This design comes from an exercise in tuning for small area on the open sky130 flow, not from production work. At most, simulation tests tie the RTL to the original design; equivalence was not proved. The flow treats the clock pin as an ideal source, which a real chip does not have. Power is estimated from default activity; no workload was simulated.

## axi_stream_insert_header
module axi_stream_insert_header#(
    parameter DATA_WD = 32,
    parameter DATA_BYTE_WD = DATA_WD / 8,
    parameter BYTE_CNT_WD = $clog2(DATA_BYTE_WD)
    )(
    input 						clk,
    input 						rst_n,
    input 						valid_in,
    input [DATA_WD-1 : 0]		data_in,
    input [DATA_BYTE_WD-1 : 0]	keep_in,
    input 						last_in,
    output 						ready_in,
    output 						valid_out,
    output [DATA_WD-1 : 0] 		data_out,
    output [DATA_BYTE_WD-1 : 0] keep_out,
    output 						last_out,
    input 						ready_out,
    input 						valid_insert,
    input [DATA_WD-1 : 0] 		header_insert,
    input [DATA_BYTE_WD-1 : 0] 	keep_insert,
    input [BYTE_CNT_WD : 0] 	byte_insert_cnt,
    output 						ready_insert
);
reg ins;         
reg rdy;         
reg vo;          
wire hs = valid_insert & rdy;
always @(posedge clk or negedge rst_n) begin
    if (!rst_n) begin
        ins <= 1'b0;
        rdy <= 1'b0;
    end else begin
        ins <= hs;
        rdy <= ~ins;
    end
end
always @(posedge clk or negedge rst_n) begin
    if (!rst_n)
        vo <= 1'b1;
    else
        vo <= ~(ins & rdy);
end
assign ready_insert = rdy;
assign valid_out    = vo;
reg l1, l2, p1, p2;
wire pulse = ~l1 & l2;
always @(posedge clk or negedge rst_n) begin
    if (!rst_n) begin
        l1 <= 1'b0;
        l2 <= 1'b0;
        p1 <= 1'b0;
        p2 <= 1'b0;
    end else begin
        l1 <= last_in;
        l2 <= l1;
        p1 <= pulse;
  ...
Size: about 390 cells after synthesis, ~150 flip-flops, ~5900 um2 of cells after synthesis.
==> module axi_stream_insert_header, before the edit <==
module axi_stream_insert_header#(
    parameter DATA_WD = 32,
    parameter DATA_BYTE_WD = DATA_WD / 8,
    parameter BYTE_CNT_WD = $clog2(DATA_BYTE_WD)
    )(
    input 						clk,
    input 						rst_n,
    input 						valid_in,
    input [DATA_WD-1 : 0]		data_in,
    input [DATA_BYTE_WD-1 : 0]	keep_in,
    input 						last_in,
    output 						ready_in,
    output 						valid_out,
    output [DATA_WD-1 : 0] 		data_out,
    output [DATA_BYTE_WD-1 : 0] keep_out,
    output 						last_out,
    input 						ready_out,
    input 						valid_insert,
    input [DATA_WD-1 : 0] 		header_insert,
    input [DATA_BYTE_WD-1 : 0] 	keep_insert,
    input [BYTE_CNT_WD : 0] 	byte_insert_cnt,
    output 						ready_insert
);
reg ins;         
reg rdy;         
reg vo;          
wire hs = valid_insert & rdy;
always @(posedge clk or negedge rst_n) begin
    if (!rst_n) begin
        ins <= 1'b0;
        rdy <= 1'b0;
    end else begin
        ins <= hs;
        rdy <= ~ins;
    end
end
always @(posedge clk or negedge rst_n) begin
    if (!rst_n)
        vo <= 1'b1;
    else
        vo <= ~(ins & rdy);
end
assign ready_insert = rdy;
assign valid_out    = vo;
reg l1, l2, p1, p2;
wire pulse = ~l1 & l2;
always @(posedge clk or negedge rst_n) begin
    if (!rst_n) begin
        l1 <= 1'b0;
        l2 <= 1'b0;
        p1 <= 1'b0;
        p2 <= 1'b0;
    end else begin
        l1 <= last_in;
        l2 <= l1;
        p1 <= pulse;
        p2 <= p1;
    end
end
assign ready_in = ~pulse;
assign last_out = p2;
wire c4 = (keep_insert == 4'b1111);
wire c3 = (keep_insert == 4'b0111);
wire c2 = (keep_insert == 4'b0011);
wire c1 = (keep_insert == 4'b0001);
wire cv = c4 | c3 | c2 | c1;
wire en = valid_in & ready_in;
reg [31:0] d1, d2;
reg [3:0]  kin;
reg        d1v, d2v;
always @(posedge clk) begin
    if (en) begin
        d1  <= data_in;
        d2  <= d1;
        kin <= keep_in;
    end
end
always @(posedge clk or negedge rst_n) begin
    if (!rst_n) begin
        d1v <= 1'b0;
        d2v <= 1'b0;
    end else if (en) begin
        d1v <= 1'b1;
        d2v <= d1v;
    end
end
wire [3:0]  kins = kin & {4{d1v}};
reg [31:0] hdr;
reg [3:0]  hm;       
reg [3:0]  k;        
always @(posedge clk) begin
    if (hs & cv)
        hdr <= header_insert;
end
always @(posedge clk or negedge rst_n) begin
    if (!rst_n) begin
        hm <= 4'b0;
        k  <= 4'b0;
    end else if (hs) begin
        if (cv)
            hm <= {c4, c4 | c3, c4 | c3 | c2, 1'b1};
        k <= {c4, c3, c2, c1};
    end
end
wire s4 = ins ? c4 : k[3];
wire s3 = ins ? c3 : k[2];
wire s2 = ins ? c2 : k[1];
wire s1 = ins ? c1 : k[0];
wire ld = s4 | s3 | s2 | s1;
wire [3:0] th = {4{ins & c4}} & hm;         
wire       t4 = ~ins & k[3] & d2v;          
wire       a3 = ins & c3, b3 = ~ins & k[2] & d2v;
wire       a2 = ins & c2, b2 = ~ins & k[1] & d2v;
wire       a1 = ins & c1, b1 = ~ins & k[0] & d2v;
wire       e3 = s3 & d1v, e2 = s2 & d1v, e1 = s1 & d1v;
wire [7:0] hi0 = header_insert[7:0],  hi1 = header_insert[15:8], hi2 = header_insert[23:16];
wire [7:0] q0 = d2[7:0], q1 = d2[15:8], q2 = d2[23:16], q3 = d2[31:24];
wire [7:0] r1 = d1[15:8], r2 = d1[23:16], r3 = d1[31:24];
reg [31:0] h;
reg        hv;
wire       nld = ~ld;
wire [7:0] h3 = h[31:24], h2 = h[23:16], h1 = h[15:8], h0 = h[7:0];
wire [7:0] hd3 = hdr[31:24], hd2 = hdr[23:16], hd1 = hdr[15:8], hd0 = hdr[7:0];
wire [7:0] g31 = ~(({8{th[3]}} & hd3) | ({8{t4}} & q3) | ({8{a3}} & hi2));
wire [7:0] g32 = ~(({8{b3}} & q2) | ({8{a2}} & hi1) | ({8{b2}} & q1));
wire [7:0] g33 = ~(({8{a1}} & hi0) | ({8{b1}} & q0) | ({8{nld}} & h3));
wire [7:0] g21 = ~(({8{th[2]}} & hd2) | ({8{t4}} & q2) | ({8{a3}} & hi1));
wire [7:0] g22 = ~(({8{b3}} & q1) | ({8{a2}} & hi0) | ({8{b2}} & q0));
wire [7:0] g23 = ~(({8{e1}} & r3) | ({8{nld}} & h2));
wire [7:0] g11 = ~(({8{th[1]}} & hd1) | ({8{t4}} & q1) | ({8{a3}} & hi0));
wire [7:0] g12 = ~(({8{b3}} & q0) | ({8{e2}} & r3) | ({8{e1}} & r2));
wire [7:0] g13 = ~({8{nld}} & h1);
wire [7:0] g01 = ~(({8{th[0]}} & hd0) | ({8{t4}} & q0) | ({8{e3}} & r3));
wire [7:0] g02 = ~(({8{e2}} & r2) | ({8{e1}} & r1) | ({8{nld}} & h0));
wire [7:0] hn3 = ~(g31 & g32 & g33);
wire [7:0] hn2 = ~(g21 & g22 & g23);
wire [7:0] hn1 = ~(g11 & g12 & g13);
wire [7:0] hn0 = ~(g01 & g02);
wire [31:0] hn = {hn3, hn2, hn1, hn0};
always @(posedge clk) begin
    h <= hn;
end
always @(posedge clk or negedge rst_n) begin
    if (!rst_n)
        hv <= 1'b0;
    else if (ld)
        hv <= 1'b1;
end
assign data_out = ({32{ready_out & hv}} & h) | ({32{~ready_out & d2v}} & d2);
reg [3:0] ko;
always @(posedge clk or negedge rst_n) begin
    if (!rst_n)
        ko <= 4'b0;
    else if (vo)
        ko <= 4'b1111;
    else if (p2) begin
        if (cv)
            ko <= ({4{c4}} & kins)
                | ({4{c3}} & {kins[2:0], 1'b0})
                | ({4{c2}} & {kins[1:0], 2'b0})
                | ({4{c1}} & {kins[0],   3'b0});
    end else
        ko <= 4'b0;
end
assign keep_out = ko;
endmodule
==> flow/config.mk <==
export PLATFORM = sky130hd
export DESIGN_NAME = axi_stream_insert_header
export DESIGN_NICKNAME = axi_stream_insert_header
export VERILOG_FILES = /design/flow/design.v
export SDC_FILE = /design/flow/constraint.sdc
export NUM_CORES = 4
export LEC_CHECK = 0
export CAP_MARGIN = 20
export CORE_MARGIN = 2
export CORE_UTILIZATION = 40
export GPL_TIMING_DRIVEN = 0
export SLEW_MARGIN = 20
==> flow/constraint.sdc <==
create_clock -name core_clock -period 4.0 [get_ports {clk}]
set_input_delay 0.8000 -clock core_clock [delete_from_list [all_inputs] [get_ports {clk}]]
set_output_delay 0.8000 -clock core_clock [all_outputs]
set_load 0.01 [all_outputs]
standard.sh (not shown) runs the stock make flow with config.mk's settings and CLKGATE_MAP_FILE= SYNTH_SCRIPT=/design/flow/synth_recipe.tcl, a recipe that flattens the netlist after the stock synthesis.
==> flow/flow/run.sh <==
#!/bin/bash
# Layout flow: the standard ORFS flow (standard.sh), with
#  - the standard synthesis script, its ABC mapping step given an area-oriented script,
#  - port buffers of the smallest buffer cell (buf_1),
#  - CTS with small clock buffers and no dummy loads; afterwards (POST_CTS_TCL)
#    clock buffers whose sinks see a high estimated slew are upsized.
set -euo pipefail
W=$(pwd)
cat > "$W/synth_area.tcl" <<EOT
proc abc {args} {
  set i [lsearch \$args -script]
  lset args [expr {\$i + 1}] $W/flow/abc_area.script
  yosys abc {*}\$args
}
EOT
cat "$W/synth_recipe.tcl" >> "$W/synth_area.tcl"
bash "$W/standard.sh" \
  "SYNTH_SCRIPT=$W/synth_area.tcl" \
  "BUFFER_PORTS_ARGS=-buffer_cell sky130_fd_sc_hd__buf_1" \
  "CTS_ARGS=-sink_clustering_enable -repair_clock_nets -dont_use_dummy_load -buf_list {sky130_fd_sc_hd__clkbuf_4}" \
  "POST_CTS_TCL=$W/flow/upsize_clk.tcl" \
  finish > "$W/standard_make.log" 2>&1
==> flow/flow/abc_area.script <==
strash
&get -n
&st
&nf -R 1000 -p -a
&put
topo
==> flow/flow/upsize_clk.tcl <==
# After CTS: clock buffers whose clock pins see a high estimated slew are
# swapped for the next larger clock buffer, then placement is legalised again.
proc uck_run { th } {
  set block [ord::get_db_block]
  for {set pass 0} {$pass < 3} {incr pass} {
    estimate_parasitics -placement
    set changed 0
    foreach inst [$block getInsts] {
      set m [[$inst getMaster] getName]
      if {![string match sky130_fd_sc_hd__clkbuf_* $m]} { continue }
      set out [$inst findITerm X]
      set net [$out getNet]
      if {$net == "NULL"} { continue }
      set mx 0
      foreach it [$net getITerms] {
        if {[$it isOutputSignal]} { continue }
        set p [get_pins [$it getName]]
        set s [get_property $p slew_max]
        if {$s > $mx} { set mx $s }
      }
      if {$mx > $th} {
        set next ""
        switch $m {
          sky130_fd_sc_hd__clkbuf_2 { set next sky130_fd_sc_hd__clkbuf_4 }
          sky130_fd_sc_hd__clkbuf_4 { set next sky130_fd_sc_hd__clkbuf_8 }
          sky130_fd_sc_hd__clkbuf_8 { set next sky130_fd_sc_hd__clkbuf_16 }
        }
        if {$next ne ""} {
          puts "UCK: [$inst getName] $m -> $next (slew [format %.4f $mx])"
          replace_cell [$inst getName] $next
          incr changed
        }
      }
    }
    if {$changed == 0} { break }
  }
}
uck_run 0.105
detailed_placement
The starting point passed the timing, design-rule and antenna checks.
Change:
--- a/flow/design.v
+++ b/flow/design.v
@@ -87,20 +87,24 @@
 wire [3:0]  kins = kin & {4{d1v}};
 reg [31:0] hdr;
-reg [3:0]  hm;       
-reg [3:0]  k;        
+reg [1:0]  ks;
+reg        kv, hm0;
 always @(posedge clk) begin
-    if (hs & cv)
+    if (hs & cv) begin
         hdr <= header_insert;
+        ks  <= {c4 | c3, c4 | c2};
+    end
 end
 always @(posedge clk or negedge rst_n) begin
     if (!rst_n) begin
-        hm <= 4'b0;
-        k  <= 4'b0;
+        kv  <= 1'b0;
+        hm0 <= 1'b0;
     end else if (hs) begin
+        kv <= cv;
         if (cv)
-            hm <= {c4, c4 | c3, c4 | c3 | c2, 1'b1};
-        k <= {c4, c3, c2, c1};
+            hm0 <= 1'b1;
     end
 end
+wire [3:0] hm = {4{hm0}} & {ks == 2'd3, ks[1], ks != 2'd0, 1'b1};
+wire [3:0] k  = {4{kv}} & {ks == 2'd3, ks == 2'd2, ks == 2'd1, ks == 2'd0};
 wire s4 = ins ? c4 : k[3];
 wire s3 = ins ? c3 : k[2];
Effect:
- The changed run completed with no timing, DRC or antenna violations
- power decreases by 8.2%
- maximum frequency rose by 7.7%
- routed wire length stays flat
- final cell count went down by 1.7%
- clock-buffer cell count stays the same

* * *

Another version of the RTL of axi_stream_insert_header (not shown whole).
Size: ~390 cells after synthesis, ~150 flip-flops, about 0.0059 mm² of cells after synthesis.
==> module axi_stream_insert_header, before the edit <==
module axi_stream_insert_header#(
    parameter DATA_WD = 32,
    parameter DATA_BYTE_WD = DATA_WD / 8,
    parameter BYTE_CNT_WD = $clog2(DATA_BYTE_WD)
    )(
    input 						clk,
    input 						rst_n,
    input 						valid_in,
    input [DATA_WD-1 : 0]		data_in,
    input [DATA_BYTE_WD-1 : 0]	keep_in,
    input 						last_in,
    output 						ready_in,
    output 						valid_out,
    output [DATA_WD-1 : 0] 		data_out,
    output [DATA_BYTE_WD-1 : 0] keep_out,
    output 						last_out,
    input 						ready_out,
    input 						valid_insert,
    input [DATA_WD-1 : 0] 		header_insert,
    input [DATA_BYTE_WD-1 : 0] 	keep_insert,
    input [BYTE_CNT_WD : 0] 	byte_insert_cnt,
    output 						ready_insert
);
reg ins;         
reg rdy;         
reg vo;          
wire hs = valid_insert & rdy;
always @(posedge clk or negedge rst_n) begin
    if (!rst_n) begin
        ins <= 1'b0;
        rdy <= 1'b0;
    end else begin
        ins <= hs;
        rdy <= ~ins;
    end
end
always @(posedge clk or negedge rst_n) begin
    if (!rst_n)
        vo <= 1'b1;
    else
        vo <= ~(ins & rdy);
end
assign ready_insert = rdy;
assign valid_out    = vo;
reg l1, l2, p1, p2;
wire pulse = ~l1 & l2;
always @(posedge clk or negedge rst_n) begin
    if (!rst_n) begin
        l1 <= 1'b0;
        l2 <= 1'b0;
        p1 <= 1'b0;
        p2 <= 1'b0;
    end else begin
        l1 <= last_in;
        l2 <= l1;
        p1 <= pulse;
        p2 <= p1;
    end
end
assign ready_in = ~pulse;
assign last_out = p2;
wire c4 = (keep_insert == 4'b1111);
wire c3 = (keep_insert == 4'b0111);
wire c2 = (keep_insert == 4'b0011);
wire c1 = (keep_insert == 4'b0001);
wire cv = c4 | c3 | c2 | c1;
wire en = valid_in & ready_in;
reg [31:0] d1, d2;
reg [3:0]  kin;
reg        d1v, d2v;
wire [31:0] en32 = {32{en}};
always @(posedge clk) begin
    d1  <= (data_in & en32) | (d1 & ~en32);
    d2  <= (d1 & en32) | (d2 & ~en32);
    kin <= (keep_in & en32[3:0]) | (kin & ~en32[3:0]);
end
always @(posedge clk or negedge rst_n) begin
    if (!rst_n) begin
        d1v <= 1'b0;
        d2v <= 1'b0;
    end else if (en) begin
        d1v <= 1'b1;
        d2v <= d1v;
    end
end
wire [3:0]  kins = kin & {4{d1v}};
reg [31:0] hdr;
reg [3:0]  hm;       
reg [3:0]  k;        
wire [31:0] he32 = {32{hs & cv}};
always @(posedge clk) begin
    hdr <= (header_insert & he32) | (hdr & ~he32);
end
always @(posedge clk or negedge rst_n) begin
    if (!rst_n) begin
        hm <= 4'b0;
        k  <= 4'b0;
    end else if (hs) begin
        if (cv)
            hm <= {c4, c4 | c3, c4 | c3 | c2, 1'b1};
        k <= {c4, c3, c2, c1};
    end
end
wire s4 = ins ? c4 : k[3];
wire s3 = ins ? c3 : k[2];
wire s2 = ins ? c2 : k[1];
wire s1 = ins ? c1 : k[0];
wire ld = s4 | s3 | s2 | s1;
wire [3:0] th = {4{ins & c4}} & hm;         
wire       t4 = ~ins & k[3] & d2v;          
wire       a3 = ins & c3, b3 = ~ins & k[2] & d2v;
wire       a2 = ins & c2, b2 = ~ins & k[1] & d2v;
wire       a1 = ins & c1, b1 = ~ins & k[0] & d2v;
wire       e3 = s3 & d1v, e2 = s2 & d1v, e1 = s1 & d1v;
wire [7:0] hi0 = header_insert[7:0],  hi1 = header_insert[15:8], hi2 = header_insert[23:16];
wire [7:0] q0 = d2[7:0], q1 = d2[15:8], q2 = d2[23:16], q3 = d2[31:24];
wire [7:0] r1 = d1[15:8], r2 = d1[23:16], r3 = d1[31:24];
reg [31:0] h;
reg        hv;
wire       nld = ~ld;
wire [7:0] h3 = h[31:24], h2 = h[23:16], h1 = h[15:8], h0 = h[7:0];
wire [7:0] hd3 = hdr[31:24], hd2 = hdr[23:16], hd1 = hdr[15:8], hd0 = hdr[7:0];
wire [7:0] g31 = ~(({8{th[3]}} & hd3) | ({8{t4}} & q3) | ({8{a3}} & hi2));
wire [7:0] g32 = ~(({8{b3}} & q2) | ({8{a2}} & hi1) | ({8{b2}} & q1));
wire [7:0] g33 = ~(({8{a1}} & hi0) | ({8{b1}} & q0) | ({8{nld}} & h3));
wire [7:0] g21 = ~(({8{th[2]}} & hd2) | ({8{t4}} & q2) | ({8{a3}} & hi1));
wire [7:0] g22 = ~(({8{b3}} & q1) | ({8{a2}} & hi0) | ({8{b2}} & q0));
wire [7:0] g23 = ~(({8{e1}} & r3) | ({8{nld}} & h2));
wire [7:0] g11 = ~(({8{th[1]}} & hd1) | ({8{t4}} & q1) | ({8{a3}} & hi0));
wire [7:0] g12 = ~(({8{b3}} & q0) | ({8{e2}} & r3) | ({8{e1}} & r2));
wire [7:0] g13 = ~({8{nld}} & h1);
wire [7:0] g01 = ~(({8{th[0]}} & hd0) | ({8{t4}} & q0) | ({8{e3}} & r3));
wire [7:0] g02 = ~(({8{e2}} & r2) | ({8{e1}} & r1) | ({8{nld}} & h0));
wire [7:0] hn3 = ~(g31 & g32 & g33);
wire [7:0] hn2 = ~(g21 & g22 & g23);
wire [7:0] hn1 = ~(g11 & g12 & g13);
wire [7:0] hn0 = ~(g01 & g02);
wire [31:0] hn = {hn3, hn2, hn1, hn0};
always @(posedge clk) begin
    h <= hn;
end
always @(posedge clk or negedge rst_n) begin
    if (!rst_n)
        hv <= 1'b0;
    else if (ld)
        hv <= 1'b1;
end
assign data_out = ({32{ready_out & hv}} & h) | ({32{~ready_out & d2v}} & d2);
reg [3:0] ko;
always @(posedge clk or negedge rst_n) begin
    if (!rst_n)
        ko <= 4'b0;
    else if (vo)
        ko <= 4'b1111;
    else if (p2) begin
        if (cv)
            ko <= ({4{c4}} & kins)
                | ({4{c3}} & {kins[2:0], 1'b0})
                | ({4{c2}} & {kins[1:0], 2'b0})
                | ({4{c1}} & {kins[0],   3'b0});
    end else
        ko <= 4'b0;
end
assign keep_out = ko;
endmodule
==> flow/config.mk <==
export PLATFORM = sky130hd
export DESIGN_NAME = axi_stream_insert_header
export DESIGN_NICKNAME = axi_stream_insert_header
export VERILOG_FILES = /design/flow/design.v
export SDC_FILE = /design/flow/constraint.sdc
export NUM_CORES = 4
export LEC_CHECK = 0
export CAP_MARGIN = 20
export CORE_MARGIN = 2
export CORE_UTILIZATION = 40
export SLEW_MARGIN = 20
==> flow/constraint.sdc <==
create_clock -name core_clock -period 4.0 [get_ports {clk}]
set_input_delay 0.8000 -clock core_clock [delete_from_list [all_inputs] [get_ports {clk}]]
set_output_delay 0.8000 -clock core_clock [all_outputs]
set_load 0.01 [all_outputs]
==> flow/flow/run.sh <==
#!/bin/bash
# Layout flow: the standard ORFS flow (standard.sh), with
#  - the standard synthesis script, its ABC mapping step given an area-oriented script,
#  - port buffers of the smallest buffer cell (buf_1),
#  - CTS with small clock buffers and no dummy loads.
set -euo pipefail
W=$(pwd)
cat > "$W/synth_area.tcl" <<EOT
proc abc {args} {
  set i [lsearch \$args -script]
  lset args [expr {\$i + 1}] $W/flow/abc_area.script
  yosys abc {*}\$args
}
EOT
cat "$W/synth_recipe.tcl" >> "$W/synth_area.tcl"
bash "$W/standard.sh" \
  "SYNTH_SCRIPT=$W/synth_area.tcl" \
  "BUFFER_PORTS_ARGS=-buffer_cell sky130_fd_sc_hd__buf_1" \
  "CTS_ARGS=-sink_clustering_enable -repair_clock_nets -dont_use_dummy_load -buf_list {sky130_fd_sc_hd__clkbuf_4 sky130_fd_sc_hd__clkbuf_8}" \
  finish > "$W/standard_make.log" 2>&1
Scripts as last shown in full above: flow/flow/abc_area.script
==> next run, changes <==
--- a/flow/design.v
+++ b/flow/design.v
@@ -66,15 +66,16 @@
 wire cv = c4 | c3 | c2 | c1;
 wire en = valid_in & ready_in;
 reg [31:0] d1, d2;
 reg [3:0]  kin;
 reg        d1v, d2v;
-wire [31:0] en32 = {32{en}};
 always @(posedge clk) begin
-    d1  <= (data_in & en32) | (d1 & ~en32);
-    d2  <= (d1 & en32) | (d2 & ~en32);
-    kin <= (keep_in & en32[3:0]) | (kin & ~en32[3:0]);
+    if (en) begin
+        d1  <= data_in;
+        d2  <= d1;
+        kin <= keep_in;
+    end
 end
 always @(posedge clk or negedge rst_n) begin
     if (!rst_n) begin
         d1v <= 1'b0;
         d2v <= 1'b0;
@@ -85,13 +86,13 @@
 end
 wire [3:0]  kins = kin & {4{d1v}};
 reg [31:0] hdr;
 reg [3:0]  hm;       
 reg [3:0]  k;        
-wire [31:0] he32 = {32{hs & cv}};
 always @(posedge clk) begin
-    hdr <= (header_insert & he32) | (hdr & ~he32);
+    if (hs & cv)
+        hdr <= header_insert;
 end
 always @(posedge clk or negedge rst_n) begin
     if (!rst_n) begin
         hm <= 4'b0;
         k  <= 4'b0;
Outcome:
- non-clock buffer count is higher by 3
- synthesized area stays the same
- power hardly moves
- worst setup slack got worse by 0.059 ns
- combinational power is higher by about 1%
- die area stays the same
- cell area is higher by 0.44%
- global-route usage is about the same
- first-iteration DRC count is lower by about 25%
- wire length is lower by about 1.5%
- maximum frequency is lower by about 2.1%
- sequential power is about the same
Only the layout flow was run in the first run of this note; the RTL was not checked for function there.

## port drivers added, routing unchanged
The flow's constraints put no driver on any port. The routed layouts listed below were extracted and timed again, unchanged, in two steps. Step 1 (the two cells are an assumption about what drives the block):
set clk [get_ports {clk}]
set_driving_cell -lib_cell sky130_fd_sc_hd__clkbuf_16 $clk
set_driving_cell -lib_cell sky130_fd_sc_hd__buf_2 [delete_from_list [all_inputs] $clk]
Step 2 moves the port delays by t, midway between the first and last clock arrival at a register: inputs arrive t later, outputs are due t later. That takes back most of the time a late clock gives input paths. Three values: ideal ports, drivers, drivers and shift; two values: the first two.
run	t, ns	slack for setup (ns)	clock arrival spread, ns
the first run of note 1	0.406	0.866 / 0.887 / 0.480	0.031 / 0.031
the second run of note 1	0.400	1.089 / 1.089 / 0.709	0.037 / 0.037
the first run of note 2	0.469	1.305 / 1.270 / 0.931	0.028 / 0.028
the second run of note 2	0.482	1.246 / 1.214 / 1.022	0.024 / 0.025
After both steps setup and hold are still met in every run listed. The setup slack of the first run of note 1, which loses most, moves by +0.021 ns with the drivers and by -0.386 ns with both steps.
